From an optimization exercise on the open Yosys and OpenROAD flow, aimed at small area; shortcuts taken in it are not production practice. In this exercise RTL edits were held to simulation tests only and were not proved equivalent to the original. Power figures rest on the tool's default switching activity, not on a simulated workload.

==> flow/design.v <==
`timescale 1ns / 1ps
module my_calculator(
    input plus, 
    input minus, 
    input equal, 
    input clk, 
    input num_0, 
    input num_1, 
    input reset, 
    output [7:0] duan1, 
    output [7:0] duan2, 
    output [7:0] led_bits 
    );
    localparam [32:0] DEBOUNCE = 33'd1000; 
    reg [1:0] operator; 
    reg [4:0] cnt; 
    reg [3:0] firstn; 
    reg [3:0] secondn; 
    reg [7:0] f_led_bits; 
    reg [7:0] t_led_bits; 
    reg [7:0] t_duan1; 
    reg [7:0] t_duan2; 
    reg [35:0] clk_cnt; 
    reg num1; 
    reg num2; 
    reg [3:0] show1; 
    reg [3:0] show2; 
    reg flag; 
    reg [32:0] clk_cnt2; 
    reg error; 
    assign led_bits=t_led_bits;
    assign duan1=t_duan1;
    assign duan2=t_duan2;
    always@(posedge clk or posedge reset) 
    begin
        if (reset)
        begin
            clk_cnt<=0;
            clk_cnt2<=33'b0;
        end
        else 
        begin
            clk_cnt<=clk_cnt+1;
            if (flag)
                clk_cnt2<=clk_cnt2+1;
            else if (flag==0)
                clk_cnt2<=33'b0;
        end
    end
    always@(posedge clk or posedge reset) 
    begin
        if (reset)
            t_led_bits<=8'b00000000;
        else
        begin
            case(clk_cnt[15:13])
                0:
                    if (f_led_bits[0]==1)
                        t_led_bits<=8'b00000001;
                1:
                    if (f_led_bits[1]==1)
                        t_led_bits<=8'b00000010; 
                2:
                    if (f_led_bits[2]==1)         
                        t_led_bits<=8'b00000100;
                3:
                    if (f_led_bits[3]==1)           
                        t_led_bits<=8'b00001000;
                4:
                    if (f_led_bits[4]==1)
                        t_led_bits<=8'b00010000;
                5:
                    if (f_led_bits[5]==1)  
                        t_led_bits<=8'b00100000;
                6:
                    if (f_led_bits[6]==1)
                        t_led_bits<=8'b01000000;
                7:
                    if (f_led_bits[7]==1)        
                        t_led_bits<=8'b10000000;      
            endcase
        end
    end
    always@(*) 
    begin
        num1=1'b0;
        num2=1'b0;
        case(t_led_bits[7:0])
            8'b00000001:
                num2=show2[0];
            8'b00000010:
                num2=show2[1];
            8'b00000100:
                num2=show2[2];
            8'b00001000:
                num2=show2[3];
            8'b00010000:
                num1=show1[0];     
            8'b00100000:
                num1=show1[1];
            8'b01000000:
                num1=show1[2];
            8'b10000000:
                num1=show1[3];
            default: ;
        endcase
    end
    always@(*) 
    begin
        if (error==1) 
        begin
            t_duan1[7:0]=8'b01001111;
            t_duan2[7:0]=8'b01001111;
        end
        else
        begin
            if (num1==0)
            begin
                if (operator==1)
                    t_duan1[7:0]=8'b11111110;
                else t_duan1[7:0]=8'b01111110;
            end
            else
            begin
                if (operator==1)
                    t_duan1[7:0]=8'b10110000;
                else t_duan1[7:0]=8'b00110000;
            end
            if (num2==0)
            begin
                if (operator==2)
                    t_duan2[7:0]=8'b11111110;
                else t_duan2[7:0]=8'b01111110;
            end
            else
            begin
                if (operator==2)
                    t_duan2[7:0]=8'b10110000;
                else t_duan2[7:0]=8'b00110000;
            end
        end
    end
    always@(posedge clk or posedge reset) 
    begin
        if (reset)
        begin
            error<=0;
            operator<=0;
            cnt<=0;
            f_led_bits[7:0]<=8'b00000000;
            firstn<=4'b0;
            secondn<=4'b0;
            show1<=4'b0;
            show2<=4'b0;
            flag<=1'b0;
        end
        else
        begin
            if (plus)
                operator<=1; 
            else if (minus)
                operator<=2; 
            else if (equal)
            begin 
                if (operator==1)
                begin
                    if (firstn+secondn>15) 
                    begin
                        error<=1;
                        f_led_bits<=8'b11111111;
                    end
                    else
                    begin
                        show1[3:0]<=firstn[3:0]+secondn[3:0];
                        f_led_bits<=8'b11110000;
                    end
                end     
                else if (operator==2)
                begin   
                    if (firstn[3:0]<secondn[3:0]) 
                    begin
                        error<=1;
                        f_led_bits<=8'b11111111;
                    end
                    else
                    begin
                        show1[3:0]<=firstn[3:0]-secondn[3:0];   
                        f_led_bits<=8'b11110000;   
                    end
                end            
                operator<=0;
            end
            if (num_0||num_1) 
                flag<=1;
            if (clk_cnt2[32:0]==DEBOUNCE) 
            begin
                if (num_0&&cnt[4:0]<5'b00100) 
                begin 
                    f_led_bits[~cnt[2:0]]<=1;
                    firstn[~cnt[1:0]]<=0;
                    show1[~cnt[1:0]]<=0;
                    cnt<=cnt+1;
                end
                else if (num_0&&cnt[4:0]>=5'b00100) 
                begin
                    if (cnt[4:0]<5'b01000)
                    begin
                        f_led_bits[~cnt[2:0]]<=1;
                        secondn[~cnt[1:0]]<=0;
                        show2[~cnt[1:0]]<=0;
                    end
                    cnt<=cnt+1;
                end               
                else if (num_1&&cnt[4:0]<5'b00100)
                begin
                    f_led_bits[~cnt[2:0]]<=1;
                    firstn[~cnt[1:0]]<=1;
                    show1[~cnt[1:0]]<=1;
                    cnt<=cnt+1;
                end
                else if (num_1&&cnt[4:0]>=5'b00100)
                begin
                    if (cnt[4:0]<5'b01000)
                    begin
                        f_led_bits[~cnt[2:0]]<=1;
                        secondn[~cnt[1:0]]<=1;
                        show2[~cnt[1:0]]<=1;
                    end
                    cnt<=cnt+1;
                end              
                flag<=0;
            end
        end
    end
endmodule
==> flow/run.sh <==
#!/bin/bash
# synth_recipe.tcl (not shown) runs the flow's synth.tcl, then flattens the netlist and writes it again
# the make line also repeats each setting of config.mk as NAME=value (left out here)
make -C /OpenROAD-flow-scripts/flow DESIGN_CONFIG=/design/flow/config.mk WORK_HOME=/design/flow/orfs CLKGATE_MAP_FILE= SYNTH_SCRIPT=/design/flow/synth_recipe.tcl finish
==> flow/config.mk <==
export PLATFORM = sky130hd
export DESIGN_NAME = my_calculator
export DESIGN_NICKNAME = my_calculator
export VERILOG_FILES = /design/flow/design.v
export SDC_FILE = /design/flow/constraint.sdc
export NUM_CORES = 4
export LEC_CHECK = 0
export CAP_MARGIN = 20
export CORE_MARGIN = 2
export CORE_UTILIZATION = 40
export SLEW_MARGIN = 20
==> flow/constraint.sdc <==
create_clock -name core_clock -period 10.0 [get_ports {clk}]
set_input_delay 2.0000 -clock core_clock [delete_from_list [all_inputs] [get_ports {clk}]]
set_output_delay 2.0000 -clock core_clock [all_outputs]
set_load 0.01 [all_outputs]
==> impl_metrics.tcl, run 1 <==
set metrics [dict create \
    ys_types 59 \
    start_kind "flop" \
    synth_edf_count 0 \
    clk_latency_ns 0.35 \
    crit_path_top_delay_cell "clkdlybuf4s50_1" \
    period_minus_slack_ns 3.999 \
    yosys-top-cells-count "86 x dfrtp_1, 43 x nand2_1, 34 x xnor2_1" \
    syn-cell-area_mm2 0.004948 \
    postCtsSetupBuffers 0 \
    hold_viol 0 \
    grt_pass1_wl_um 17160 \
    rows 40 \
    path_max_fanout 6 \
    drc_errors 0 \
    crit_type "reg2out" \
    hold_class "reg2reg" \
    cp_slowest_stage_delay_ns 0.61 \
    p_leak_nw 2.510 \
    wire_per_inst_um 14.52 \
    cap_violations 0 \
    worstPathCellList "nand2_1, o22a_1, o32ai_1, o2111ai_1, clkdlybuf4s50_1" \
    fp.coreArea_mm2 0.01206 \
    drtPass1Iterations 4 \
    cts_root_buf "clkbuf_16" \
    yosys.area.top_type "dfrtp_1" \
    grtUsageMet2_pct 24.35 \
    slew_violations 0 \
    io_buffers 30 \
    syn_inst 500 \
    critPathArrivalTime_ns 2.00 \
    ys_ff_latch 86 \
    ys.flop_type "dfrtp_1" \
    numCtsBuffers 9 \
    drtIter0Drc 245 \
    pwr_density_cell_mw_per_mm2 153.5 \
    fin_tns_setup_ns 0 \
    antenna_found_initial 0 \
    finClkSkew_ns 0.01100 \
    grt_max_degree 87 \
    setup_viol 0 \
    hold_ws_ns 0.4735 \
    globalplace.congestion 0.8470 \
    drive_above_1_share_pct 8.206 \
    yosysMostFrequentCell "dfrtp_1" \
    area_growth_pct 15.02 \
    die_h_um 115.2 \
    antennaDiodeCount 0 \
    yosysTopAreaCellShare_pct 43.49 \
    dr_total_vias 3603 \
    min_period_over_period_pct 39.99 \
    synthArstFlopShare_pct 100.0 \
    maxSlewHeadroom_pct 44.32 \
    final_antenna_net_count 0 \
    post_cts_resize_count 0 \
    outcome "finished clean" \
    via_per_inst 5.207 \
    die_w_um 115.2 \
    cp_data_required_time_ns 8.00 \
    top_usage_layer "met2" \
    ir_drop_mv 0.09510 \
    cts-htree-levels 3 \
    hold_buffers 0 \
    endpoint_kind "output port" \
    cts_tree "yes" \
    post-dp-hpwl_um 7077 \
    ys_top_cells_by_area "dfrtp_1 43%, xnor2_1 6.0%, ha_1 4.6%, and2_1 3.4%, nand2_1 3.3%" \
    met3_usage_pct 3.057 \
    wl_um 10050 \
    yosysWarnings 1 \
    nFillCells 1135 \
    max_freq_ghz 0.2500 \
    dieArea_mm2 0.01328 \
    grt_usage_pct 16.52 \
    cts_buffer_depth 2 \
    cts_sinks 86 \
    ys_seq_area_share_pct 43.49 \
    initial_core_util_pct 41.03 \
    rsz0062_at_grt "no" \
    synth_nets 527 \
    first_global_vias 3433 \
    nets 546 \
    clkSlewWorstSetupHoldPaths_ns 0.06 \
    grt_overflow 0 \
    avgSynthCellArea_um2 9.897 \
    worst_slew_pin_slew_ns 0.8236 \
    use_met1_pct 23.79 \
    io_pins 31 \
]
[logic make-up after synthesis]
| kind of cell | share of synthesized area [%] |
|---|---|
| and+or+nand+nor | 26.73 |
| DFF | 43.49 |
| AOI/OAI and AO/OA | 7.232 |
| buffers and inverters | 4.930 |
| xor gates and xnor gates | 7.788 |
| muxes | 4.476 |
| adders and majority gates | 5.360 |
[layout make-up]
cell class              count  area, µm²  share of cell area, %
flip-flops and latches     86       2152                  37.81
multi-input cells         361       2552                  44.85
inverters                  29      110.1                  1.934
clock inverters             6      108.9                  1.913
well taps                 168      210.2                  3.693
clock buffers              10      239.0                  4.199
repair buffers             32      319.1                  5.606
[sequential cells by signal, summed over array words and instances (netlist names), named ones only]
name	count
clk_cnt	16
clk_cnt2	33
cnt	5
error	1
f_led_bits	8
flag	1
operator	2
show1	4
t_led_bits	8
[critical path: cells and delay by family (launching register included)]
family                 cells  cell delay, ns
AOI/OAI and AO/OA          3            0.53
DFF                        1            0.43
buffers and inverters      1            0.61
and+or+nand+nor            1            0.09
[final timing paths]
kind | start | end | slack, ns | cells after the start
min in group asynchronous | reset | flag | 2.19 | 3
min | clk_cnt[11] | clk_cnt[11] | 0.47 | 1
max reg2reg | flop | show1[2] | 7.30 | 7
max | t_led_bits[3] | duan2[1] | 6.00 | 5
max in group asynchronous | reset | f_led_bits[7] | 7.27 | 3
min reg2reg | clk_cnt[11] | clk_cnt[11] | 0.47 | 1
[per-layer routing]
layer  routed length, µm  share of wire, %  vias up
li1                    -                 -     1793
met5                   0                 0        -
met1                5262                52     1736
met4                 140               1.4        0
met3                 336               3.3        9
met2                4307                43       65
[power by group]
part	total [mW]	switching [mW]	internal, mW
Clock	0.389	0.139	0.250
Sequential	0.396	0.0257	0.370
Combinational	0.0887	0.0448	0.0439
[per-stage QoR]
| step | total power, mW | util, % | setup slack (ns) | instances | cell area (µm²) |
|---|---|---|---|---|---|
| 3_5_place_dp | 0.4916 | 44.27 | 5.815 | 676 | 5340 |
| 3_3_place_gp | 0.4892 | 44.27 | 5.879 | 676 | 5340 |
| 5_1_grt | 0.9127 | 47.19 | 5.895 | 692 | 5692 |
| 6_report | 0.8736 | 47.19 | 6.001 | 692 | 5692 |
| 4_1_cts | 0.8853 | 47.16 | 5.977 | 692 | 5688 |
| 2_1_floorplan | 0.4674 | - | 5.778 | 500 | 4949 |
[cells in the final DEF, fill, tap and decap left out, drive strengths merged, types with 3 or more instances in the layout]
master	netlist	final
nor2	31	31
nand4	16	16
xnor2	34	34
clkdlybuf4s50	0	30
inv	29	28
o31ai	5	5
and2	27	27
nand2b	6	6
nand4b	4	4
nand3	26	26
and3	11	11
mux2	9	9
nand2	43	43
clkinv	0	4
a21oi	7	7
nor4	12	12
o211ai	5	5
and4	5	5
mux2i	12	12
bufinv	0	3
nor4b	5	5
nor2b	6	6
nor3	13	13
ha	18	18
nor3b	3	3
or4b	4	4
a22oi	3	3
clkbuf	10	10
xor2	10	10
nand3b	5	5
o21ai	19	19
dfrtp	86	86
==> run 2: changes to the inputs <==
==> flow/design.v (replaced) <==
`timescale 1ns / 1ps
module my_calculator(
    input plus,
    input minus,
    input equal,
    input clk,
    input num_0,
    input num_1,
    input reset,
    output [7:0] duan1,
    output [7:0] duan2,
    output [7:0] led_bits
    );
    reg [15:0] clk_cnt;    
    reg [9:0]  deb;        
    reg [4:0]  cnt;        
    reg        f4;         
    reg [3:0]  fr;         
    reg [1:0]  op;         
    reg        error;
    reg [3:0]  firstn;
    reg [3:0]  secondn;    
    reg [3:0]  show1;      
    reg        led_v;
    reg [2:0]  led_i;      
    wire key = num_0 | num_1;
    wire sample = &deb;
    wire enter = sample & key;
    wire bitv = ~num_0;
    wire lo = (cnt[4:2] == 3'b000);
    wire hi = (cnt[4:2] == 3'b001);
    wire [7:0] fl = {f4 | (|cnt[1:0]), f4 | cnt[1], f4 | (&cnt[1:0]), f4, fr};
    wire [2:0] p = clk_cnt[15:13];
    wire fp = fl[p];
    wire sub = op[1];
    wire [4:0] r = {1'b0, firstn} + {1'b0, secondn ^ {4{sub}}} + {4'b0, sub};
    wire ovf = r[4] ^ sub;
    wire eq = ~plus & ~minus & equal;
    wire calc = eq & (|op);
    wire ok = calc & ~ovf;
    wire bad = calc & ovf;
    always @(posedge clk or posedge reset)
        if (reset) begin
            clk_cnt <= 16'd0;
            deb <= 10'd0;
        end else begin
            clk_cnt <= clk_cnt + 16'd1;
            if (deb == 10'd0)
                deb <= key ? 10'd23 : 10'd0;
            else
                deb <= deb + 10'd1;
        end
    always @(posedge clk or posedge reset)
        if (reset) begin
            led_v <= 1'b0;
        end else if (fp) begin
            led_v <= 1'b1;
        end
    always @(posedge clk)
        if (fp)
            led_i <= p;
    always @(posedge clk or posedge reset)
        if (reset) begin
            cnt <= 5'd0;
            f4 <= 1'b0;
            fr <= 4'd0;
            op <= 2'd0;
            error <= 1'b0;
            firstn <= 4'd0;
            secondn <= 4'd0;
        end else begin
            if (plus)
                op <= 2'b01;
            else if (minus)
                op <= 2'b10;
            else if (equal)
                op <= 2'b00;
            if (bad)
                error <= 1'b1;
            if (calc | (enter & lo & (&cnt[1:0])))
                f4 <= 1'b1;
            if (bad)
                fr <= 4'b1111;
            else if (ok)
                fr <= 4'b0000;
            if (enter) begin
                cnt <= cnt + 5'd1;
                if (lo)
                    firstn[~cnt[1:0]] <= bitv;
                if (hi) begin
                    secondn[~cnt[1:0]] <= bitv;
                    fr[~cnt[1:0]] <= 1'b1;
                end
            end
        end
    always @(posedge clk) begin
        if (ok)
            show1 <= r[3:0];
        if (enter & lo)
            show1[~cnt[1:0]] <= bitv;
    end
    wire num1 = led_v & led_i[2] & show1[led_i[1:0]];
    wire num2 = led_v & ~led_i[2] & secondn[led_i[1:0]];
    assign led_bits = led_v ? (8'd1 << led_i) : 8'd0;
    assign duan1 = error ? 8'b01001111 : {op[0], num1 ? 7'b0110000 : 7'b1111110};
    assign duan2 = error ? 8'b01001111 : {op[1], num2 ? 7'b0110000 : 7'b1111110};
endmodule
==> run 2 against run 1 <==
Still clean on timing, DRC and antenna. Global-route usage is 2.6 points lower. Die area is 41% lower. Worst setup slack lost 0.072 ns. Sequential cell count fell by 31. First-iteration DRC count shrank 66%. Worst hold slack got worse by 0.021 ns. Critical path type unchanged. Critical endpoint is now duan1[1]. Largest power group unchanged. Highest routed layer unchanged.
==> impl_metrics.tcl, run 2 <==
set metrics [dict create \
    grt_pass1_wl_um 8424 \
    wl_um 4964 \
    rows 30 \
    hold_buffers 0 \
    syn_inst 270 \
    cts_tree "yes" \
    yosysMostFrequentCell "dfrtp_1" \
    grt_max_degree 49 \
    drtIter0Drc 83 \
    final_antenna_net_count 0 \
    cts_sinks 55 \
    drtPass1Iterations 4 \
    synthArstFlopShare_pct 87.27 \
    dr_total_vias 1859 \
    nets 308 \
    area_growth_pct 14.20 \
    start_kind "flop" \
    final_common_cell "dfrtp_1" \
    grt_usage_pct 13.87 \
    max_freq_ghz 0.2456 \
    maxSlewHeadroom_pct 44.11 \
    seqPwrFrac_pct 54.1 \
    die_w_um 88.34 \
    period_minus_slack_ns 4.071 \
    cap_violations 0 \
    io_pins 31 \
    wire_per_inst_um 12.86 \
    dieArea_mm2 0.007804 \
    hold_class "reg2reg" \
    endpoint_kind "output port" \
    cp_slowest_stage_delay_ns 0.56 \
    post-dp-hpwl_um 3679 \
    yosysWarnings 1 \
    reg_top3 "clk_cnt (16), deb (10), cnt (5)" \
    initial_core_util_pct 41.65 \
    pwr_density_cell_mw_per_mm2 159.6 \
    yosysTopAreaCellShare_pct 42.22 \
    cts_root_buf "clkbuf_8" \
    fin_tns_setup_ns 0 \
    cts-htree-levels 2 \
    worst_slew_pin_slew_ns 0.8374 \
    ys_top_cells_by_area "dfrtp_1 42%, xnor2_1 5.8%, ha_1 4.8%, xor2_1 4.0%, edfxtp_1 3.2%" \
    post_cts_resize_count 0 \
    p_leak_nw 1.453 \
    ir_drop_mv 0.1025 \
    ys_ff_latch 55 \
    min_period_over_period_pct 40.71 \
    first_global_vias 1778 \
    path_max_fanout 7 \
    rsz0062_at_grt "no" \
    io_buffers 30 \
    grt_overflow 0 \
    die_h_um 88.34 \
    slew_violations 0 \
    synth_nets 289 \
    combPwrFrac_pct 16.5 \
    ys_seq_area_share_pct 48.20 \
    regMostFlops "clk_cnt" \
    ys.flop_type "dfrtp_1" \
    outcome "finished clean" \
    avgSynthCellArea_um2 10.54 \
    sw_frac_of_total_pct 27.29 \
    fin_util_pct 47.56 \
    clkSlewWorstSetupHoldPaths_ns 0.09 \
    crit_path_top_delay_cell "clkdlybuf4s50_1" \
    yosys.area.top_type "dfrtp_1" \
    cts_buffer_depth 2 \
    power_mw 0.5187 \
    p_int_mw 0.3772 \
    drive_above_1_share_pct 7.931 \
    worstPathCellList "mux4_2, nand3_1, clkdlybuf4s50_1" \
    critPathArrivalTime_ns 2.07 \
    syn-cell-area_mm2 0.002845 \
    synth_edf_count 3 \
    ys_types 46 \
    via_per_inst 4.816 \
    globalplace.congestion 0.7814 \
    clockPowerShare_pct 29.3 \
    crit_type "reg2out" \
    clk_latency_ns 0.30 \
    antennaDiodeCount 0 \
    finClkSkew_ns 0.005010 \
    switchingPower_mw 0.1415 \
    largest_reg_flops 16 \
    antenna_found_initial 0 \
    numCtsBuffers 5 \
    yosys-top-cells-count "48 x dfrtp_1, 24 x nand2_1, 20 x nor2_1" \
    fp.coreArea_mm2 0.006832 \
    most-common-layout-cells "48 x dfrtp_1, 30 x clkdlybuf4s50_1, 24 x nand2_1" \
    drc_errors 0 \
    postCtsSetupBuffers 0 \
    hold_viol 0 \
    setup_viol 0 \
    cp_data_required_time_ns 8.00 \
]
==> run 2: changes by cell type after synthesis, moves of 8 or more <==
cell,delta
and3_1,-10
dfrtp_1,-38
nor2_1,-11
nand3_1,-11
nand4_1,-8
and2_1,-26
mux2i_1,-10
xnor2_1,-15
nand2_1,-19
inv_1,-11
==> run 2: cell type report <==
| type | instances | area [µm²] |
|---|---|---|
| multi-input combinational | 179 | 1271 |
| clock buffer | 6 | 82.58 |
| inverter | 18 | 68.82 |
| clock inverter | 2 | 35.03 |
| timing repair buffer | 30 | 300.3 |
| fill | 647 | 3582 |
| sequential | 55 | 1371 |
| tap | 96 | 120.1 |
==> run 2: worst paths after layout <==
kind                       cells past startpoint           to  startpoint  slack, ns
setup / recovery                               3     duan1[1]    led_i[0]       5.93
max in group asynchronous                      2  clk_cnt[12]       reset       7.35
min in group asynchronous                      2       cnt[0]       reset       2.14
setup reg to reg                               7     show1[0]       op[1]       7.22
hold reg to reg                                1   clk_cnt[0]  clk_cnt[0]       0.45
hold / removal                                 1   clk_cnt[0]  clk_cnt[0]       0.45
==> run 2: cells by family after synthesis <==
logic type | count (synthesis) | share of synthesized area [%]
simple gates | 96 | 17.50
flops | 55 | 48.20
mux | 12 | 5.848
compound gates | 27 | 5.937
buf+inv | 36 | 7.124
fa+ha+maj | 12 | 5.541
xor+xnor | 32 | 9.851
==> run 2: power by group through the flow <==
| stage | registers (mW) | clock network (mW) | logic, mW |
|---|---|---|---|
| floorplan | 0.275 | 0 | 0.0683 |
| global placement | 0.285 | 0 | 0.0855 |
| detailed placement | 0.285 | 0 | 0.0861 |
| CTS | 0.281 | 0.157 | 0.0866 |
| global route | 0.285 | 0.163 | 0.0995 |
| finish | 0.281 | 0.152 | 0.0858 |
==> run 2: through the flow <==
stage	cells	instance area [µm²]	hold slack [ns]	setup WS (ns)
after floorplan	270	2845	0.4224	6.583
after global placement	378	3131	0.4380	5.940
after detailed placement	378	3131	0.4405	5.898
after CTS	386	3248	0.4547	5.913
after global routing	386	3249	0.4905	5.812
final	386	3249	0.4527	5.929
==> run 2: critical path, delay by kind of cell, from the launching register on <==
kind                   cells  cell delay (ns)
buffers and inverters      1             0.56
multiplexers               1             0.55
flip-flops                 1             0.51
AND/OR/NAND/NOR            1             0.15
==> run 2: routing by layer <==
layer	GRT usage, %	vias to the layer above	wire, µm
met5	0	-	0
li1	-	945	-
met4	4.132	0	43
met1	20.01	864	2520
met2	21.05	46	2130
met3	3.078	4	269
==> run 3: changes to the inputs <==
--- a/flow/design.v
+++ b/flow/design.v
@@ -11,8 +11,9 @@
     output [7:0] duan2,
     output [7:0] led_bits
     );
-    reg [15:0] clk_cnt;    
-    reg [9:0]  deb;        
+    reg [12:0] ph;
+    reg [2:0]  p;
+    reg [9:0]  deb;
     reg [4:0]  cnt;        
     reg        f4;         
     reg [3:0]  fr;         
@@ -24,13 +25,15 @@
     reg        led_v;
     reg [2:0]  led_i;      
     wire key = num_0 | num_1;
-    wire sample = &deb;
+    wire dz = ~|deb[8:0];
+    wire sample = dz & deb[9];
+    wire dload = dz & ~deb[9] & key;
+    wire pz = ~|ph[11:0];
     wire enter = sample & key;
     wire bitv = ~num_0;
     wire lo = (cnt[4:2] == 3'b000);
     wire hi = (cnt[4:2] == 3'b001);
     wire [7:0] fl = {f4 | (|cnt[1:0]), f4 | cnt[1], f4 | (&cnt[1:0]), f4, fr};
-    wire [2:0] p = clk_cnt[15:13];
     wire fp = fl[p];
     wire sub = op[1];
     wire [4:0] r = {1'b0, firstn} + {1'b0, secondn ^ {4{sub}}} + {4'b0, sub};
@@ -41,14 +44,14 @@
     wire bad = calc & ovf;
     always @(posedge clk or posedge reset)
         if (reset) begin
-            clk_cnt <= 16'd0;
+            ph <= 13'd0;
+            p <= 3'd0;
             deb <= 10'd0;
         end else begin
-            clk_cnt <= clk_cnt + 16'd1;
-            if (deb == 10'd0)
-                deb <= key ? 10'd23 : 10'd0;
-            else
-                deb <= deb + 10'd1;
+            ph <= {ph[11:0], ph[12] ^ ph[4] ^ ph[1] ^ ph[0] ^ pz};
+            if (ph[12] & pz)
+                p <= p + 3'd1;
+            deb <= {deb[8:0], deb[6] ^ (deb[9] & ~dz)} | {1'b0, dload, 5'd0, dload, dload, 1'b0};
         end
     always @(posedge clk or posedge reset)
         if (reset) begin
--- a/flow/config.mk
+++ b/flow/config.mk
@@ -5,6 +5,7 @@
 export SDC_FILE = /design/flow/constraint.sdc
 export NUM_CORES = 4
 export LEC_CHECK = 0
+export ABC_AREA = 1
 export CAP_MARGIN = 20
 export CORE_MARGIN = 2
 export CORE_UTILIZATION = 40
==> run 3 against run 2 <==
Non-clock buffer count did not move. Utilization shrank 0.27 points. Worst hold slack worse by 0.069 ns. Critical path type unchanged. First-iteration DRC count grew 51%. Global-route usage up 1.8 points. Cell count up 8.8%. Sequential cell count did not move. Synthesized cell count rose by 16%.
==> impl_metrics.tcl, run 3 <==
set metrics [dict create \
    yosysTopAreaCellShare_pct 43.03 \
    postCtsSetupBuffers 0 \
    critPathTopFamily "buffers and inverters" \
    cap_violations 0 \
    dieArea_mm2 0.007662 \
    drive_above_1_share_pct 8.824 \
    hold_buffers 0 \
    crit_path_frequent_cell "nand2_1" \
    worstPathCellList "nand2_1, inv_1, a22oi_1, a31oi_1, nand2_1, clkdlybuf4s50_1" \
    crit_type "reg2out" \
    start_kind "flop" \
    worst_slew_pin_slew_ns 0.8236 \
    outcome "finished clean" \
    nFillCells 629 \
    first_global_vias 2045 \
    syn_inst 314 \
    final_common_cell "nand2_1" \
    wire_per_inst_um 12.78 \
    clk_latency_ns 0.31 \
    cts_sinks 55 \
    avgSynthCellArea_um2 8.890 \
    hold_class "reg2reg" \
    dr_total_vias 2033 \
    globalplace.congestion 0.8096 \
    rows 30 \
    post_cts_resize_count 0 \
    clkSlewWorstSetupHoldPaths_ns 0.11 \
    reg_top3 "ph (13), deb (10), cnt (5)" \
    wl_um 5368 \
    yosys.area.top_type "dfrtp_1" \
    cts-htree-levels 2 \
    syn-cell-area_mm2 0.002791 \
    grt_max_degree 49 \
    endpoint_kind "output port" \
    ys_types 34 \
    ys_ff_latch 55 \
    min_period_over_period_pct 39.51 \
    ys_seq_area_share_pct 49.13 \
    regMostFlops "ph" \
    drtPass1Iterations 4 \
    max_freq_ghz 0.2531 \
    p_leak_nw 1.605 \
    maxSlewHeadroom_pct 45.03 \
    ir_drop_mv 0.1019 \
    die_h_um 87.54 \
    initial_core_util_pct 41.31 \
    cts_tree "yes" \
    finClkSkew_ns 0.01026 \
    ys.flop_type "dfrtp_1" \
    yosysWarnings 1 \
    die_w_um 87.54 \
    nets 356 \
    numCtsBuffers 5 \
    synth_nets 331 \
    grt_pass1_wl_um 9439 \
    io_buffers 30 \
    antenna_found_initial 0 \
    crit_buf_inv 2 \
    power_mw 0.4022 \
    io_pins 31 \
    fin_tns_setup_ns 0 \
    grt_overflow 0 \
    cp_slowest_stage_delay_ns 0.56 \
    path_max_fanout 6 \
    pwr_density_cell_mw_per_mm2 125.9 \
    period_minus_slack_ns 3.951 \
    largest_reg_flops 13 \
    hold_viol 0 \
    antennaDiodeCount 0 \
    critPathArrivalTime_ns 1.95 \
    final_antenna_net_count 0 \
    synthArstFlopShare_pct 87.27 \
    cp_data_required_time_ns 8.00 \
    crit_path_top_delay_cell "clkdlybuf4s50_1" \
    setup_viol 0 \
    area_growth_pct 14.48 \
    fp.coreArea_mm2 0.006756 \
    slew_violations 0 \
    cts_root_buf "clkbuf_8" \
    rsz0062_at_grt "no" \
    drtIter0Drc 125 \
    yosysMostFrequentCell "nand2_1" \
    drc_errors 0 \
    cts_buffer_depth 2 \
    ys_top_cells_by_area "dfrtp_1 43%, nand2_1 12%, nand3_1 4.8%, nor2_1 4.6%, inv_1 4.2%" \
    via_per_inst 4.840 \
    most-common-layout-cells "86 x nand2_1, 48 x dfrtp_1, 34 x nor2_1" \
    post-dp-hpwl_um 4098 \
    synth_edf_count 3 \
    grt_usage_pct 15.66 \
    yosys-top-cells-count "86 x nand2_1, 48 x dfrtp_1, 34 x nor2_1" \
]
==> run 3: changes by cell type in the layout (fill, tap and decap cells not counted), moves of 4 or more <==
cell      previous run  this run
nor2_1              20        34
nand2_1             24        86
inv_1               17        30
xnor2_1             19         5
o21ai_0             10         4
nor2_4               0         6
nand2b_1             4         0
mux2_2               5         0
nand3_1             14        27
nor3_1               9         1
==> run 3: final timing paths <==
| check | from | endpoint | slack, ns | depth (start not counted) |
|---|---|---|---|---|
| setup reg to reg | op[1] | show1[0] | 7.82 | 12 |
| hold reg to reg | ph[3] | ph[4] | 0.38 | 0 |
| hold / removal | ph[3] | ph[4] | 0.38 | 0 |
| setup / recovery | led_i[0] | duan1[2] | 6.05 | 6 |
| max in group asynchronous | reset | cnt[3] | 7.38 | 2 |
| min in group asynchronous | reset | fr[0] | 2.14 | 2 |
==> run 3: metrics by stage <==
step / util [%] / setup slack [ns] / std cells / hold slack, ns / instance area [µm²]
finish: 47.30 / 6.049 / 420 / 0.3835 / 3196
detailed placement: 45.91 / 6.397 / 412 / 0.3606 / 3102
CTS: 47.28 / 6.036 / 420 / 0.3851 / 3194
floorplan: - / 6.811 / 314 / 0.3537 / 2791
global placement: 45.91 / 6.447 / 412 / 0.3573 / 3102
global route: 47.30 / 5.865 / 420 / 0.4016 / 3196
==> run 3: area by class of cell <==
type	count	area, µm²	area share, %
Clock buffer	5	68.82	2.153
Clock inverter	3	23.77	0.7439
Inverter	33	125.1	3.915
Multi-Input combinational cell	214	1206	37.74
Sequential cell	55	1371	42.91
Tap cell	80	100.1	3.132
Timing Repair Buffer	30	300.3	9.397
==> run 3: logic make-up (layout without fill, tap and decap cells) <==
| logic type | count (synthesis) | in the layout | synth area share, % |
|---|---|---|---|
| AOI/OAI and AO/OA | 14 | 14 | 3.586 |
| xor gates and xnor gates | 15 | 15 | 4.706 |
| adders and majority gates | 10 | 10 | 4.751 |
| buffers and inverters | 45 | 71 | 7.665 |
| DFF | 55 | 55 | 49.13 |
| and+or+nand+nor | 175 | 175 | 30.17 |
==> run 3: routing by layer <==
layer | part of all wire (%) | vias to the layer above | global-route usage (%)
met5 | 0 | - | 0
met1 | 48 | 950 | 20.94
met4 | 0.50 | 0 | 3.217
met2 | 49 | 37 | 26.86
met3 | 2.7 | 4 | 2.828
li1 | - | 1042 | -
==> run 3: where the power goes <==
group	total, mW	internal [mW]	switching [mW]	leakage, nW
logic	0.0380	0.0157	0.0223	0.913
clock network	0.127	0.0514	0.0755	0.0495
registers	0.237	0.231	0.00583	0.643
total	0.402	0.299	0.104	1.60
==> run 4: changes to the inputs <==
--- a/flow/config.mk
+++ b/flow/config.mk
@@ -5,7 +5,6 @@
 export SDC_FILE = /design/flow/constraint.sdc
 export NUM_CORES = 4
 export LEC_CHECK = 0
-export ABC_AREA = 1
 export CAP_MARGIN = 20
 export CORE_MARGIN = 2
 export CORE_UTILIZATION = 40
==> run 4 against run 3 <==
First-iteration DRC count down 31%. Die area is 5.8% lower. Wire length shrank 11%. Critical path depth down 3. Highest routed layer unchanged.
==> impl_metrics.tcl, run 4 <==
set metrics [dict create \
    outcome "finished clean" \
    ir_drop_mv 0.1298 \
    first_global_vias 1762 \
    cts_buffer_depth 2 \
    period_minus_slack_ns 4.056 \
    synth_edf_count 3 \
    finClkSkew_ns 0.006133 \
    endpoint "duan2[3]" \
    synthArstFlopShare_pct 87.27 \
    slew_violations 0 \
    startpoint "led_i[0]" \
    post-dp-hpwl_um 3565 \
    yosysMostFrequentCell "dfrtp_1" \
    largest_reg_flops 13 \
    crit_path_top_delay_cell "clkdlybuf4s50_1" \
    io_pins 31 \
    ys_seq_area_share_pct 52.29 \
    hold_class "reg2reg" \
    reg_top3 "ph (13), deb (10), cnt (5)" \
    cts-htree-levels 2 \
    hold_viol 0 \
    min_period_over_period_pct 40.56 \
    combPwrFrac_pct 15.6 \
    ys.flop_type "dfrtp_1" \
    pwr_density_cell_mw_per_mm2 173.8 \
    final_antenna_net_count 0 \
    regMostFlops "ph" \
    via_per_inst 5.155 \
    most-common-layout-cells "48 x dfrtp_1, 30 x clkdlybuf4s50_1, 18 x nor2_1" \
    drtPass1Iterations 4 \
    area_growth_pct 16.36 \
    p_int_mw 0.3879 \
    grt_max_degree 49 \
    rsz0062_at_grt "no" \
    cp_data_required_time_ns 8.00 \
    endpoint_kind "output port" \
    cp_slowest_stage_delay_ns 0.56 \
    syn-cell-area_mm2 0.002623 \
    r2r-end "show1[2]" \
    max_freq_ghz 0.2465 \
    ys_ff_latch 55 \
    stdcell_count 323 \
    worstPathCellList "mux4_2, nand3b_1, clkdlybuf4s50_1" \
    wire_per_inst_um 14.73 \
    crit_type "reg2out" \
    clk_latency_ns 0.30 \
    antennaDiodeCount 0 \
    cts_root_buf "clkbuf_8" \
    io_buffers 30 \
    wl_um 4758 \
    fp.coreArea_mm2 0.006350 \
    drtIter0Drc 86 \
    yosys-top-cells-count "48 x dfrtp_1, 18 x nor2_1, 14 x nand2_1" \
    antenna_found_initial 0 \
    ys_top_cells_by_area "dfrtp_1 46%, ha_1 4.3%, xnor2_1 4.0%, edfxtp_1 3.4%, buf_4 3.1%" \
    hold_buffers 0 \
    worst_slew_pin_slew_ns 0.8032 \
    drc_errors 0 \
    yosysWarnings 1 \
    dr_total_vias 1665 \
    maxSlewHeadroom_pct 46.39 \
    dieArea_mm2 0.007220 \
    dp_cells 315 \
    cts_tree "yes" \
    synth_nets 238 \
    ff2ff_setup_slack_ns 7.26 \
    grt_usage_pct 14.84 \
    post_cts_resize_count 0 \
    nFillCells 563 \
    drive_above_1_share_pct 11.38 \
    clkSlewWorstSetupHoldPaths_ns 0.09 \
    r2r-start "secondn[0]" \
    wl_met2_um 2295 \
    p_leak_nw 1.321 \
    cts_sinks 55 \
    drt-met1-wl_um 2250 \
    syn_inst 221 \
    cap_violations 0 \
    initial_core_util_pct 41.30 \
    switchingPower_mw 0.1425 \
    sw_frac_of_total_pct 26.86 \
    setup_viol 0 \
    start_kind "flop" \
    final_common_cell "dfrtp_1" \
    numCtsBuffers 5 \
    top_layer "met4" \
    wl_met3_um 157 \
    critPathArrivalTime_ns 2.06 \
    globalplace.congestion 0.7453 \
    die_w_um 84.97 \
    ys_types 47 \
    grt_pass1_wl_um 8549 \
    path_max_fanout 7 \
    avgSynthCellArea_um2 11.87 \
    worst-r2r-cell-count 7 \
    clockPowerShare_pct 30.2 \
    yosysTopAreaCellShare_pct 45.80 \
    rows 29 \
    seqPwrFrac_pct 54.1 \
    nets 262 \
    postCtsSetupBuffers 0 \
    yosys.area.top_type "dfrtp_1" \
    die_h_um 84.97 \
    grt_overflow 0 \
    fin_tns_setup_ns 0 \
]
## run 4: per-stage QoR
stage | worst slack, ns | hold slack (ns) | utilization [%] | power (mW) | cell area, µm²
global route | 5.807 | 0.3992 | 48.06 | 0.5593 | 3052
global placement | 6.320 | 0.3569 | 45.97 | 0.3745 | 2919
finish | 5.944 | 0.3835 | 48.06 | 0.5303 | 3052
detailed placement | 6.266 | 0.3613 | 45.97 | 0.3750 | 2919
CTS | 5.921 | 0.3844 | 48.04 | 0.5372 | 3050
floorplan | 6.583 | 0.3540 | - | 0.3455 | 2623
## run 4: layout make-up
type	instances	area, µm²	share of cell area (%)
Clock buffer	6	93.84	3.075
Clock inverter	2	37.54	1.230
Inverter	13	50.05	1.640
Multi-Input combinational cell	140	1102	36.12
Sequential cell	55	1371	44.94
Tap cell	77	96.34	3.157
Timing Repair Buffer	30	300.3	9.840
## run 4: worst min path at each step
stage	startpoint	cells after the start	endpoint	slack (ns)
after global placement	ph[3]	0	ph[4]	0.36
after CTS	ph[3]	0	ph[4]	0.38
after floorplan	ph[2]	0	ph[3]	0.35
final	ph[8]	0	ph[9]	0.38
after detailed placement	ph[3]	0	ph[4]	0.36
after global routing	ph[5]	0	ph[6]	0.40
## run 4: routing by layer
layer | GRT usage [%] | vias up
met5 | 0 | -
met4 | 3.896 | 0
met3 | 3.113 | 6
met2 | 25.07 | 32
met1 | 19.50 | 813
li1 | - | 814
## run 4: worst max-delay path: cells and delay by family (launching register included)
family / cells / cell delay, ns
DFF: 1 / 0.50
muxes: 1 / 0.54
buffers and inverters: 1 / 0.56
and+or+nand+nor: 1 / 0.16
## run 4: power groups by stage
| stage | clock network, mW | registers [mW] | logic [mW] |
|---|---|---|---|
| after floorplan | 0 | 0.282 | 0.0639 |
| final | 0.160 | 0.287 | 0.0830 |
| after global routing | 0.174 | 0.292 | 0.0932 |
| after global placement | 0 | 0.291 | 0.0834 |
| after detailed placement | 0 | 0.292 | 0.0832 |
| after CTS | 0.165 | 0.287 | 0.0845 |
## run 4: kinds of logic after synthesis
group / count (synthesis) / synth area share (%)
xor+xnor: 17 / 5.677
flops: 55 / 52.29
compound gates: 30 / 8.827
fa+ha+maj: 10 / 5.057
mux: 12 / 6.440
buf+inv: 26 / 5.677
simple gates: 71 / 16.03
==> run 5: changes to the inputs <==
==> flow/flow/run.sh (new file) <==
#!/bin/bash
# Standard ORFS layout (the standard.sh), with two changes to what gets inserted:
#  - ports are buffered with the smallest buffer (buf_1) instead of the
#    resizer's default pick;
#  - clock tree synthesis without dummy loads and with small clock buffers.
# Each tool's full output is kept in flow_*.log in this folder (and ORFS's
# own per-step logs under orfs/logs).
set -euo pipefail
export BUFFER_PORTS_ARGS="-buffer_cell sky130_fd_sc_hd__buf_1"
export CTS_ARGS="-sink_clustering_enable -repair_clock_nets -dont_use_dummy_load -buf_list {sky130_fd_sc_hd__clkbuf_4 sky130_fd_sc_hd__clkbuf_8}"
bash standard.sh finish > flow_standard.log 2>&1
cp -r orfs/logs flow_orfs_logs 2>/dev/null || true
==> flow/standard.sh (new file) <==
#!/bin/bash
# synth_recipe.tcl (not shown) runs the flow's synth.tcl, then flattens the netlist and writes it again
# the make line also repeats each setting of config.mk as NAME=value (left out here)
make -C /OpenROAD-flow-scripts/flow DESIGN_CONFIG=/design/flow/config.mk WORK_HOME=/design/flow/orfs CLKGATE_MAP_FILE= SYNTH_SCRIPT=/design/flow/synth_recipe.tcl "${@:-finish}"
removed: flow/run.sh
==> run 5 against run 4 <==
Still clean. Worst hold slack lost 0.010 ns. Maximum frequency rose by 12%. Sequential cell count stayed put. Non-clock buffer count did not move. Combinational power down 6.5%. First-iteration DRC count shrank 22%. Critical path depth is the same. Wire length down 4.7%. Clock skew rose by 0.016 ns. Worst setup slack improved by 0.42 ns. Clock-buffer cell count is 1 lower. Highest routed layer unchanged.
==> impl_metrics.tcl, run 5 <==
set metrics [dict create \
    yosysTopAreaCellShare_pct 45.80 \
    critPathArrivalTime_ns 1.63 \
    post-dp-hpwl_um 3431 \
    worst-r2r-cell-count 7 \
    ys_ff_latch 55 \
    cts_tree "yes" \
    io_buffers 30 \
    period_minus_slack_ns 3.633 \
    seqCellArea_mm2 0.001371 \
    hold_viol 0 \
    dr_total_vias 1638 \
    worst_slew_pin_slew_ns 0.8228 \
    syn-cell-area_mm2 0.002623 \
    ir_drop_mv 0.1088 \
    fin_tns_setup_ns 0 \
    antenna_found_initial 0 \
    ys_types 47 \
    drc_errors 0 \
    maxSlewHeadroom_pct 45.09 \
    avgSynthCellArea_um2 11.87 \
    regMostFlops "ph" \
    die_w_um 84.97 \
    yosysMostFrequentCell "dfrtp_1" \
    synth_nets 238 \
    endpoint_kind "output port" \
    hold_ws_ns 0.3734 \
    largest_reg_flops 13 \
    area_growth_pct 6.823 \
    fin_area_mm2 0.002801 \
    min_from "ph[9]" \
    start_kind "flop" \
    fp.coreArea_mm2 0.006350 \
    ys_seq_area_share_pct 52.29 \
    pwr_density_cell_mw_per_mm2 167.9 \
    whs_path_depth 0 \
    cap_violations 0 \
    hold_end "ph[10]" \
    nFillCells 578 \
    synth_edf_count 3 \
    syn_inst 221 \
    crit_type "reg2out" \
    min_period_over_period_pct 36.33 \
    yosys-top-cells-count "48 x dfrtp_1, 18 x nor2_1, 14 x nand2_1" \
    finClkSkew_ns 0.02199 \
    io_pins 31 \
    numCtsBuffers 5 \
    clkSlewWorstSetupHoldPaths_ns 0.10 \
    p_leak_nw 1.213 \
    drtIter0Drc 67 \
    ys_top_cells_by_area "dfrtp_1 46%, ha_1 4.3%, xnor2_1 4.0%, edfxtp_1 3.4%, buf_4 3.1%" \
    initial_core_util_pct 41.30 \
    placed_area_mm2 0.002731 \
    power_mw 0.4703 \
    clk_latency_ns 0.30 \
    dp_cells 315 \
    antennaDiodeCount 0 \
    first_global_vias 1637 \
    nets 262 \
    grt_overflow 0 \
    drtPass1Iterations 4 \
    post_cts_resize_count 0 \
    ff2ff_setup_slack_ns 7.30 \
    slew_violations 0 \
    cts-htree-levels 2 \
    grt_pass1_wl_um 7859 \
    cts_buffer_depth 2 \
    wl_um 4534 \
    stdcell_count 320 \
    synthArstFlopShare_pct 87.27 \
    ys.flop_type "dfrtp_1" \
    max_freq_ghz 0.2752 \
    outcome "finished clean" \
    rows 29 \
    postCtsSetupBuffers 0 \
    yosys.area.top_type "dfrtp_1" \
    cts_sinks 55 \
    grt_max_degree 49 \
    drive_above_1_share_pct 10.29 \
    wire_per_inst_um 14.17 \
    multi_input_area_mm2 0.001102 \
    rsz0062_at_grt "no" \
    cp_data_required_time_ns 8.00 \
    r2r-start "secondn[0]" \
    reg_top3 "ph (13), deb (10), cnt (5)" \
    grt_usage_pct 13.68 \
    setup_viol 0 \
    yosysWarnings 1 \
    hold_buffers 0 \
    final_common_cell "dfrtp_1" \
    dieArea_mm2 0.007220 \
    most-common-layout-cells "48 x dfrtp_1, 30 x buf_1, 18 x nor2_1" \
    cts_root_buf "clkbuf_8" \
    hold_class "reg2reg" \
    path_max_fanout 7 \
    globalplace.congestion 0.8355 \
    via_per_inst 5.119 \
    r2r-end "show1[1]" \
    die_h_um 84.97 \
    final_antenna_net_count 0 \
]
## run 5: cell counts after synthesis
No cell type changed its count.
## run 5: where the power goes
group / internal [mW] / switching (mW) / leakage, nW
sequential: 0.257 / 0.0289 / 0.637
clock: 0.0453 / 0.0619 / 0.0359
combinational: 0.0360 / 0.0416 / 0.540
## run 5: cell families (layout without fill, tap and decap cells)
| kind of cell | after synthesis | after routing | share of synthesized area (%) |
|---|---|---|---|
| and+or+nand+nor | 71 | 71 | 16.03 |
| buffers and inverters | 26 | 48 | 5.677 |
| DFF | 55 | 55 | 52.29 |
| xor gates and xnor gates | 17 | 17 | 5.677 |
| adders and majority gates | 10 | 10 | 5.057 |
| AOI/OAI and AO/OA | 30 | 30 | 8.827 |
| muxes | 12 | 12 | 6.440 |
## run 5: layout make-up
cell class	instances	area share, %
flip-flops and latches	55	48.95
multi-input cells	140	39.35
repair buffers	30	4.020
well taps	77	3.439
clock buffers	5	2.456
inverters	13	1.787
## run 5: how the worst max path moves through the flow
stage | from | endpoint | slack [ns] | depth (start not counted)
3_5_place_dp | num_0 | firstn[1] | 6.66 | 6
6_report | led_i[0] | duan1[3] | 6.37 | 3
5_1_grt | led_i[0] | duan2[2] | 6.27 | 3
4_1_cts | led_i[0] | duan1[3] | 6.35 | 3
3_3_place_gp | num_0 | firstn[1] | 6.70 | 6
2_1_floorplan | led_i[0] | duan2[2] | 6.58 | 4
## run 5: critical path, stage by stage (launching register included)
cell      delay, ns
edfxtp_1       0.49
mux4_2         0.53
nand3_1        0.15
buf_1          0.17
## run 5: routing by layer
layer / up-vias / wire length [µm] / global-route usage, %
met5: - / 0 / 0
met4: 0 / 23 / 3.896
met3: 2 / 168 / 2.918
met2: 31 / 2182 / 22.16
met1: 791 / 2159 / 18.66
li1: 814 / - / -
## run 5: stage by stage
| step | worst slack [ns] | utilization, % |
|---|---|---|
| floorplan | 6.583 | - |
| global placement | 6.696 | 43.01 |
| detailed placement | 6.665 | 43.01 |
| CTS | 6.348 | 44.10 |
| global route | 6.272 | 44.12 |
| finish | 6.367 | 44.12 |
==> run 6: changes to the inputs <==
--- a/flow/design.v
+++ b/flow/design.v
@@ -29,6 +29,7 @@
     wire sample = dz & deb[9];
     wire dload = dz & ~deb[9] & key;
     wire pz = ~|ph[11:0];
+    wire pt = ph[12] & pz;
     wire enter = sample & key;
     wire bitv = ~num_0;
     wire lo = (cnt[4:2] == 3'b000);
@@ -36,8 +37,18 @@
     wire [7:0] fl = {f4 | (|cnt[1:0]), f4 | cnt[1], f4 | (&cnt[1:0]), f4, fr};
     wire fp = fl[p];
     wire sub = op[1];
-    wire [4:0] r = {1'b0, firstn} + {1'b0, secondn ^ {4{sub}}} + {4'b0, sub};
-    wire ovf = r[4] ^ sub;
+    wire [3:0] bb = secondn ^ {4{sub}};
+    wire [4:0] c;
+    wire [3:0] r;
+    assign c[0] = sub;
+    genvar gi;
+    generate
+        for (gi = 0; gi < 4; gi = gi + 1) begin : g_add
+            assign r[gi] = firstn[gi] ^ bb[gi] ^ c[gi];
+            assign c[gi+1] = (firstn[gi] & bb[gi]) | (c[gi] & (firstn[gi] ^ bb[gi]));
+        end
+    endgenerate
+    wire ovf = c[4] ^ sub;
     wire eq = ~plus & ~minus & equal;
     wire calc = eq & (|op);
     wire ok = calc & ~ovf;
@@ -49,8 +60,7 @@
             deb <= 10'd0;
         end else begin
             ph <= {ph[11:0], ph[12] ^ ph[4] ^ ph[1] ^ ph[0] ^ pz};
-            if (ph[12] & pz)
-                p <= p + 3'd1;
+            p <= p ^ {pt & p[1] & p[0], pt & p[0], pt};
             deb <= {deb[8:0], deb[6] ^ (deb[9] & ~dz)} | {1'b0, dload, 5'd0, dload, dload, 1'b0};
         end
     always @(posedge clk or posedge reset)
@@ -87,7 +97,7 @@
             else if (ok)
                 fr <= 4'b0000;
             if (enter) begin
-                cnt <= cnt + 5'd1;
+                cnt <= cnt ^ {&cnt[3:0], &cnt[2:0], &cnt[1:0], cnt[0], 1'b1};
                 if (lo)
                     firstn[~cnt[1:0]] <= bitv;
                 if (hi) begin
@@ -98,7 +108,7 @@
         end
     always @(posedge clk) begin
         if (ok)
-            show1 <= r[3:0];
+            show1 <= r;
         if (enter & lo)
             show1[~cnt[1:0]] <= bitv;
     end
==> run 6 against run 5 <==
Non-clock buffer count stayed put. Cell count fell by 4.7%. Worst setup slack worse by 0.072 ns.
==> impl_metrics.tcl, run 6 <==
set metrics [dict create \
    hold_buffers 0 \
    via_per_inst 4.993 \
    ys_top_cells_by_area "dfrtp_1 48%, buf_4 3.6%, edfxtp_1 3.6%, ha_1 3.5%, dfxtp_1 3.2%" \
    yosysTopAreaCellShare_pct 48.02 \
    area_growth_pct 6.503 \
    ff2ff_setup_slack_ns 6.52 \
    p_leak_nw 1.125 \
    die_w_um 83.08 \
    reg_top3 "ph (13), deb (10), cnt (5)" \
    synth_edf_count 3 \
    crit_buf_inv 1 \
    ys_types 42 \
    seqPwrFrac_pct 61.6 \
    fin_tns_setup_ns 0 \
    io_pins 31 \
    grt_max_degree 49 \
    cp_data_required_time_ns 8.00 \
    ys_ff_latch 55 \
    placed_area_mm2 0.002594 \
    stdcell_count 305 \
    cts_sinks 55 \
    post-dp-hpwl_um 3062 \
    maxSlewHeadroom_pct 47.15 \
    cts_root_buf "clkbuf_8" \
    crit_type "reg2out" \
    cts-htree-levels 2 \
    drive_above_1_share_pct 7.391 \
    sw_frac_of_total_pct 27.03 \
    ys.flop_type "dfrtp_1" \
    critPathArrivalTime_ns 1.71 \
    worst_slew_pin_slew_ns 0.7918 \
    cp_slowest_stage_delay_ns 0.57 \
    avgSynthCellArea_um2 11.85 \
    fp.coreArea_mm2 0.005991 \
    crit_path_top_delay_cell "mux4_2" \
    rows 28 \
    dr_total_vias 1523 \
    clockPowerShare_pct 23.0 \
    regMostFlops "ph" \
    min_from "deb[8]" \
    yosys-top-cells-count "48 x dfrtp_1, 18 x nor2_1, 12 x buf_4, 12 x nand2_1, 9 x inv_1" \
    largest_reg_flops 13 \
    syn_inst 211 \
    period_minus_slack_ns 3.705 \
    hold_end "deb[9]" \
    rsz0062_at_grt "no" \
    dieArea_mm2 0.006901 \
    io_buffers 30 \
    wire_per_inst_um 13.23 \
    r2r-end "show1[0]" \
    antennaDiodeCount 0 \
    outcome "finished clean" \
    finClkSkew_ns 0.02243 \
    post_cts_resize_count 0 \
    grt_pass1_wl_um 6962 \
    globalplace.congestion 0.8210 \
    r2r-start "op[1]" \
    nets 249 \
    start_kind "flop" \
    most-common-layout-cells "48 x dfrtp_1, 30 x buf_1, 18 x nor2_1" \
    path_max_fanout 7 \
    cap_violations 0 \
    setup_viol 0 \
    cts_tree "yes" \
    whs_path_depth 0 \
    hold_viol 0 \
    antenna_found_initial 0 \
    drtPass1Iterations 4 \
    critPathTopFamily "multiplexers" \
    clkSlewWorstSetupHoldPaths_ns 0.08 \
    endpoint_kind "output port" \
    numCtsBuffers 5 \
    power_mw 0.4628 \
    wl_um 4036 \
    synth_nets 228 \
    drc_errors 0 \
    worstPathCellList "mux4_2, nand3b_1, buf_1" \
    worst-r2r-cell-count 8 \
    multi_input_area_um2 982.2 \
    hold_class "reg2reg" \
    seqCellArea_mm2 0.001371 \
    die_h_um 83.08 \
    max_freq_ghz 0.2699 \
    pwr_density_cell_mw_per_mm2 173.7 \
    dp_cells 300 \
    fin_area_mm2 0.002664 \
    final_antenna_net_count 0 \
    ir_drop_mv 0.1124 \
    nFillCells 562 \
    syn-cell-area_mm2 0.002501 \
    drtIter0Drc 60 \
    grt_overflow 0 \
    p_int_mw 0.3377 \
    switchingPower_mw 0.1251 \
    slew_violations 0 \
    grt_usage_pct 12.51 \
    postCtsSetupBuffers 0 \
    yosys.area.top_type "dfrtp_1" \
    cts_buffer_depth 2 \
    min_period_over_period_pct 37.05 \
    combPwrFrac_pct 15.4 \
    ys_seq_area_share_pct 54.83 \
    yosysWarnings 1 \
    initial_core_util_pct 41.75 \
    clk_latency_ns 0.31 \
    first_global_vias 1459 \
    final_common_cell "dfrtp_1" \
    synthArstFlopShare_pct 87.27 \
    yosysMostFrequentCell "dfrtp_1" \
]
-- run 6: cell families after synthesis --
| group | count (synthesis) | synth area share [%] |
|---|---|---|
| xor gates and xnor gates | 14 | 5.203 |
| and+or+nand+nor | 76 | 16.41 |
| adders and majority gates | 10 | 5.903 |
| AOI/OAI and AO/OA | 18 | 4.602 |
| DFF | 55 | 54.83 |
| muxes | 13 | 7.153 |
| buffers and inverters | 25 | 5.903 |
-- run 6: metrics by stage --
stage | hold slack, ns | setup WS, ns | util [%]
final | 0.3822 | 6.295 | 44.47
after CTS | 0.3857 | 6.283 | 44.44
after floorplan | 0.3540 | 6.583 | -
after global placement | 0.3619 | 6.498 | 43.30
after global routing | 0.3900 | 6.207 | 44.47
after detailed placement | 0.3641 | 6.456 | 43.30
-- run 6: layout make-up --
type / count / share of cell area (%)
Timing Repair Buffer: 30 / 4.227
Multi-Input combinational cell: 131 / 36.87
Sequential cell: 55 / 51.48
Inverter: 9 / 1.315
Clock buffer: 5 / 2.583
Tap cell: 75 / 3.523
-- run 6: worst max path at each step --
stage,start,endpoint,slack (ns),depth (start not counted)
floorplan,led_i[0],duan2[2],6.58,4
global placement,minus,show1[0],6.50,5
detailed placement,num_0,show1[0],6.46,5
CTS,led_i[0],duan2[6],6.28,3
global route,led_i[0],duan1[2],6.21,3
finish,led_i[0],duan2[6],6.29,3
-- run 6: worst register-to-register path: stages, from the launching register on --
cell     delay (ns)
dfrtp_1        0.51
mux2_2         0.33
fa_1           0.37
fa_1           0.39
fa_1           0.43
xor2_2         0.18
nor4_4         0.53
mux2_4         0.34
mux2_1         0.29
-- run 6: power groups by stage --
stage,sequential (mW),combinational (mW),clock [mW]
finish,0.285,0.0714,0.106
global route,0.290,0.0822,0.119
CTS,0.285,0.0726,0.110
detailed placement,0.290,0.0723,0
global placement,0.289,0.0719,0
floorplan,0.279,0.0605,0
-- run 6: routing by layer --
metal	up-vias	global-route usage, %	wire (µm)
met1	727	18.16	2063
met4	0	4.471	63
met5	-	0	0
met2	34	18.04	1734
met3	4	3.380	174
li1	758	-	-
==> run 7: changes to the inputs <==
==> flow/flow/run.sh (replaced) <==
#!/bin/bash
# Standard ORFS layout (the standard.sh), with changes only to what gets
# inserted or how cells are sized:
#  - after floorplan, each cell is swapped for the smallest drive strength of
#    its family (flow/downsize.tcl); the later repair steps upsize as needed;
#  - ports are buffered with buf_1 instead of the resizer's default pick;
#  - clock tree synthesis without dummy loads.
# Each tool's full output is kept in flow_standard.log in this folder (and
# ORFS's own per-step logs are copied to flow_orfs_logs/).
set -euo pipefail
HERE=$(pwd)
export POST_FLOORPLAN_TCL="$HERE/flow/downsize.tcl"
export BUFFER_PORTS_ARGS="-buffer_cell sky130_fd_sc_hd__buf_1"
export CTS_ARGS="-sink_clustering_enable -repair_clock_nets -dont_use_dummy_load -buf_list {sky130_fd_sc_hd__clkbuf_8} -sink_clustering_size 60 -sink_clustering_max_diameter 300"
bash standard.sh finish > flow_standard.log 2>&1 || { cp -r orfs/logs flow_orfs_logs 2>/dev/null; exit 1; }
cp -r orfs/logs flow_orfs_logs 2>/dev/null || true
==> flow/flow/downsize.tcl (new file) <==
# Swap every cell for the smallest-area member of its own family (same
# function and pins, only the drive strength differs). Timing has several ns
# of slack at this clock; later repair steps upsize again where needed.
set n 0
set saved 0.0
foreach inst [get_cells *] {
  set master [get_property $inst ref_name]
  if {![regexp {^(sky130_fd_sc_hd__[a-z0-9]+)_([0-9]+)$} $master -> base size]} { continue }
  set cur [get_lib_cells $master]
  if {[llength $cur] == 0} { continue }
  set best $master
  set best_area [get_property [lindex $cur 0] area]
  foreach lc [get_lib_cells ${base}_*] {
    set name [get_property $lc name]
    if {![regexp "^${base}_\[0-9\]+\$" $name]} { continue }
    set a [get_property $lc area]
    if {$a < $best_area - 1e-6} {
      set best $name
      set best_area $a
    }
  }
  if {$best ne $master} {
    set saved [expr {$saved + [get_property [lindex $cur 0] area] - $best_area}]
    replace_cell $inst [lindex [get_lib_cells $best] 0]
    incr n
  }
}
puts "downsize: replaced $n cells, saved [format %.2f $saved] um2"
==> run 7 against run 6 <==
Highest routed layer unchanged. Clock skew decreased by 0.011 ns. Power about the same. Critical path depth unchanged. Sequential power about the same. Utilization decreased by 0.31 points. Maximum frequency increased by 2.1%. Largest cell class unchanged.
==> impl_metrics.tcl, run 7 <==
set metrics [dict create \
    antenna_found_initial 0 \
    ys.flop_type "dfrtp_1" \
    ys_seq_area_share_pct 54.83 \
    dieArea_mm2 0.006901 \
    top_layer "met4" \
    stdcell_count 306 \
    drt-met1-wl_um 2081 \
    wl_met2_um 1793 \
    antennaDiodeCount 0 \
    hold_class "reg2reg" \
    setup_viol 0 \
    r2r-start "op[1]" \
    final_common_cell "dfrtp_1" \
    yosysMostFrequentCell "dfrtp_1" \
    globalplace.congestion 0.7957 \
    io_buffers 30 \
    hold_buffers 0 \
    yosys-top-cells-count "48 x dfrtp_1, 18 x nor2_1, 12 x buf_4, 12 x nand2_1, 9 x inv_1" \
    synthArstFlopShare_pct 87.27 \
    drtPass1Iterations 6 \
    clk_latency_ns 0.30 \
    outcome "finished clean" \
    crit_path_top_delay_cell "mux4_2" \
    wl_um 4120 \
    power_mw 0.4630 \
    cts_tree "yes" \
    nets 250 \
    hold_viol 0 \
    cp_slowest_stage_delay_ns 0.53 \
    cp_data_required_time_ns 8.00 \
    p_int_mw 0.3371 \
    sw_frac_of_total_pct 27.21 \
    fin_tns_setup_ns 0 \
    post_cts_resize_count 0 \
    largest_reg_flops 13 \
    cts-htree-levels 2 \
    ir_drop_mv 0.08025 \
    period_minus_slack_ns 3.630 \
    crit_type "reg2out" \
    synth_nets 228 \
    pwr_density_cell_mw_per_mm2 175.1 \
    start_kind "flop" \
    grt_overflow 0 \
    dp_cells 301 \
    yosysTopAreaCellShare_pct 48.02 \
    area_growth_pct 5.753 \
    numCtsBuffers 5 \
    die_h_um 83.08 \
    drive_above_1_share_pct 6.494 \
    via_per_inst 5.121 \
    finClkSkew_ns 0.01135 \
    wl_met3_um 213 \
    grt_pass1_wl_um 7210 \
    drtIter0Drc 91 \
    synth_edf_count 3 \
    yosys.area.top_type "dfrtp_1" \
    endpoint_kind "output port" \
    worst_slew_pin_slew_ns 0.8208 \
    clkSlewWorstSetupHoldPaths_ns 0.09 \
    switchingPower_mw 0.1260 \
    dr_total_vias 1567 \
    rsz0062_at_grt "no" \
    maxSlewHeadroom_pct 45.28 \
    post-dp-hpwl_um 3053 \
    first_global_vias 1519 \
    hold_end "ph[4]" \
    reg_top3 "ph (13), deb (10), cnt (5)" \
    drc_errors 0 \
    seqPwrFrac_pct 61.5 \
    postCtsSetupBuffers 0 \
    final_antenna_net_count 0 \
    syn_inst 211 \
    min_period_over_period_pct 36.30 \
    min_from "ph[3]" \
    syn-cell-area_mm2 0.002501 \
    hold_ws_ns 0.3790 \
    ff2ff_setup_slack_ns 6.64 \
    rows 28 \
    cts_sinks 55 \
    p_leak_nw 1.128 \
    cap_violations 0 \
    whs_path_depth 0 \
    combPwrFrac_pct 15.1 \
    most-common-layout-cells "48 x dfrtp_1, 30 x buf_1, 18 x nor2_1" \
    regMostFlops "ph" \
    startpoint "led_i[0]" \
    slew_violations 0 \
    max_freq_ghz 0.2754 \
    clockPowerShare_pct 23.4 \
    grt_usage_pct 12.96 \
    ys_ff_latch 55 \
    grt_max_degree 49 \
    cts_buffer_depth 2 \
    wire_per_inst_um 13.46 \
    fp.coreArea_mm2 0.005991 \
    yosysWarnings 1 \
    die_w_um 83.08 \
    ys_top_cells_by_area "dfrtp_1 48%, buf_4 3.6%, edfxtp_1 3.6%, ha_1 3.5%, dfxtp_1 3.2%" \
    critPathArrivalTime_ns 1.63 \
    initial_core_util_pct 41.75 \
    r2r-end "show1[0]" \
    worst-r2r-cell-count 9 \
    path_max_fanout 7 \
    cts_root_buf "clkbuf_8" \
    avgSynthCellArea_um2 11.85 \
    ys_types 42 \
    io_pins 31 \
    worstPathCellList "mux4_2, nand3_1, buf_1" \
]
## run 7: cell counts after synthesis
Identical to the previous run, type by type.
## run 7: power by group through the flow
stage | clock [mW] | combinational, mW | sequential [mW]
3_3_place_gp | 0 | 0.0700 | 0.290
2_1_floorplan | 0 | 0.0605 | 0.279
3_5_place_dp | 0 | 0.0703 | 0.290
4_1_cts | 0.115 | 0.0713 | 0.285
6_report | 0.108 | 0.0700 | 0.285
5_1_grt | 0.124 | 0.0815 | 0.290
## run 7: logic make-up after synthesis
group           count (synthesis)  share of synthesized area [%]
simple gates                   76                          16.41
buf+inv                        25                          5.903
fa+ha+maj                      10                          5.903
flops                          55                          54.83
xor+xnor                       14                          5.203
compound gates                 18                          4.602
mux                            13                          7.153
## run 7: stage by stage
stage	util, %	setup slack, ns	cell area, µm²
6_report	44.15	6.370	2645
3_5_place_dp	42.98	6.501	2575
5_1_grt	44.15	6.255	2645
2_1_floorplan	-	6.583	2501
4_1_cts	44.13	6.323	2644
3_3_place_gp	42.98	6.558	2575
## run 7: worst max-delay path, delay by kind of cell, from the launching register on
kind / cells / cell delay, ns
and+or+nand+nor: 1 / 0.14
muxes: 1 / 0.53
DFF: 1 / 0.49
buffers and inverters: 1 / 0.17
## run 7: how the worst max path moves through the flow
stage                    end  slack [ns]
detailed placement  show1[0]        6.50
global placement    show1[0]        6.56
CTS                 duan1[2]        6.32
global route        duan2[6]        6.25
finish              duan1[2]        6.37
floorplan           duan2[2]        6.58
## run 7: final cells by class
cell class | count | area, µm²
inverter | 9 | 35.03
clock buffer | 5 | 68.82
fill | 572 | 3346
timing repair buffer | 31 | 120.1
tap | 75 | 93.84
sequential | 55 | 1371
multi-input combinational | 131 | 955.9
## run 7: layer usage
layer | vias up | global-route usage (%)
li1 | 759 | -
met5 | - | 0
met3 | 4 | 3.280
met2 | 49 | 19.57
met4 | 0 | 3.130
met1 | 755 | 18.85

[static timing again, ports no longer ideal]
The results above use ideal ports. As a check the final layouts listed here were re-extracted and re-timed, cells and wires unchanged.
Step 1: set_driving_cell puts a clkbuf_16 on clk and a buf_2 on each other input, an assumption about the parent block.
Step 2 also shifts input and output timing later by t, the mid clock arrival at the registers, as if the neighbouring blocks saw the same clock.
a / b / c = no drivers / after step 1 / after step 2; a / b = the first two.
| run | t (ns) | setup slack, ns | worst setup path at the end | worst slew at a driven data input, ns |
|---|---|---|---|---|
| run 1 | 0.378 | 6.001 / 5.963 / 5.723 | input to register | 0.03 |
| run 2 | 0.333 | 5.929 / 5.899 / 5.909 | input to register | 0.04 |
| run 3 | 0.330 | 6.049 / 6.024 / 6.354 | register to output | 0.03 |
| run 4 | 0.329 | 5.944 / 5.916 / 6.245 | register to output | 0.03 |
| run 5 | 0.317 | 6.367 / 6.339 / 6.643 | input to register | 0.03 |
| run 6 | 0.324 | 6.295 / 6.266 / 6.447 | input to register | 0.03 |
| run 7 | 0.318 | 6.370 / 6.347 / 6.479 | input to register | 0.03 |
After both steps setup and hold are still met in every run listed. For run 1, which loses most, drivers alone change the setup slack by -0.038 ns; drivers and shift together by -0.278 ns.
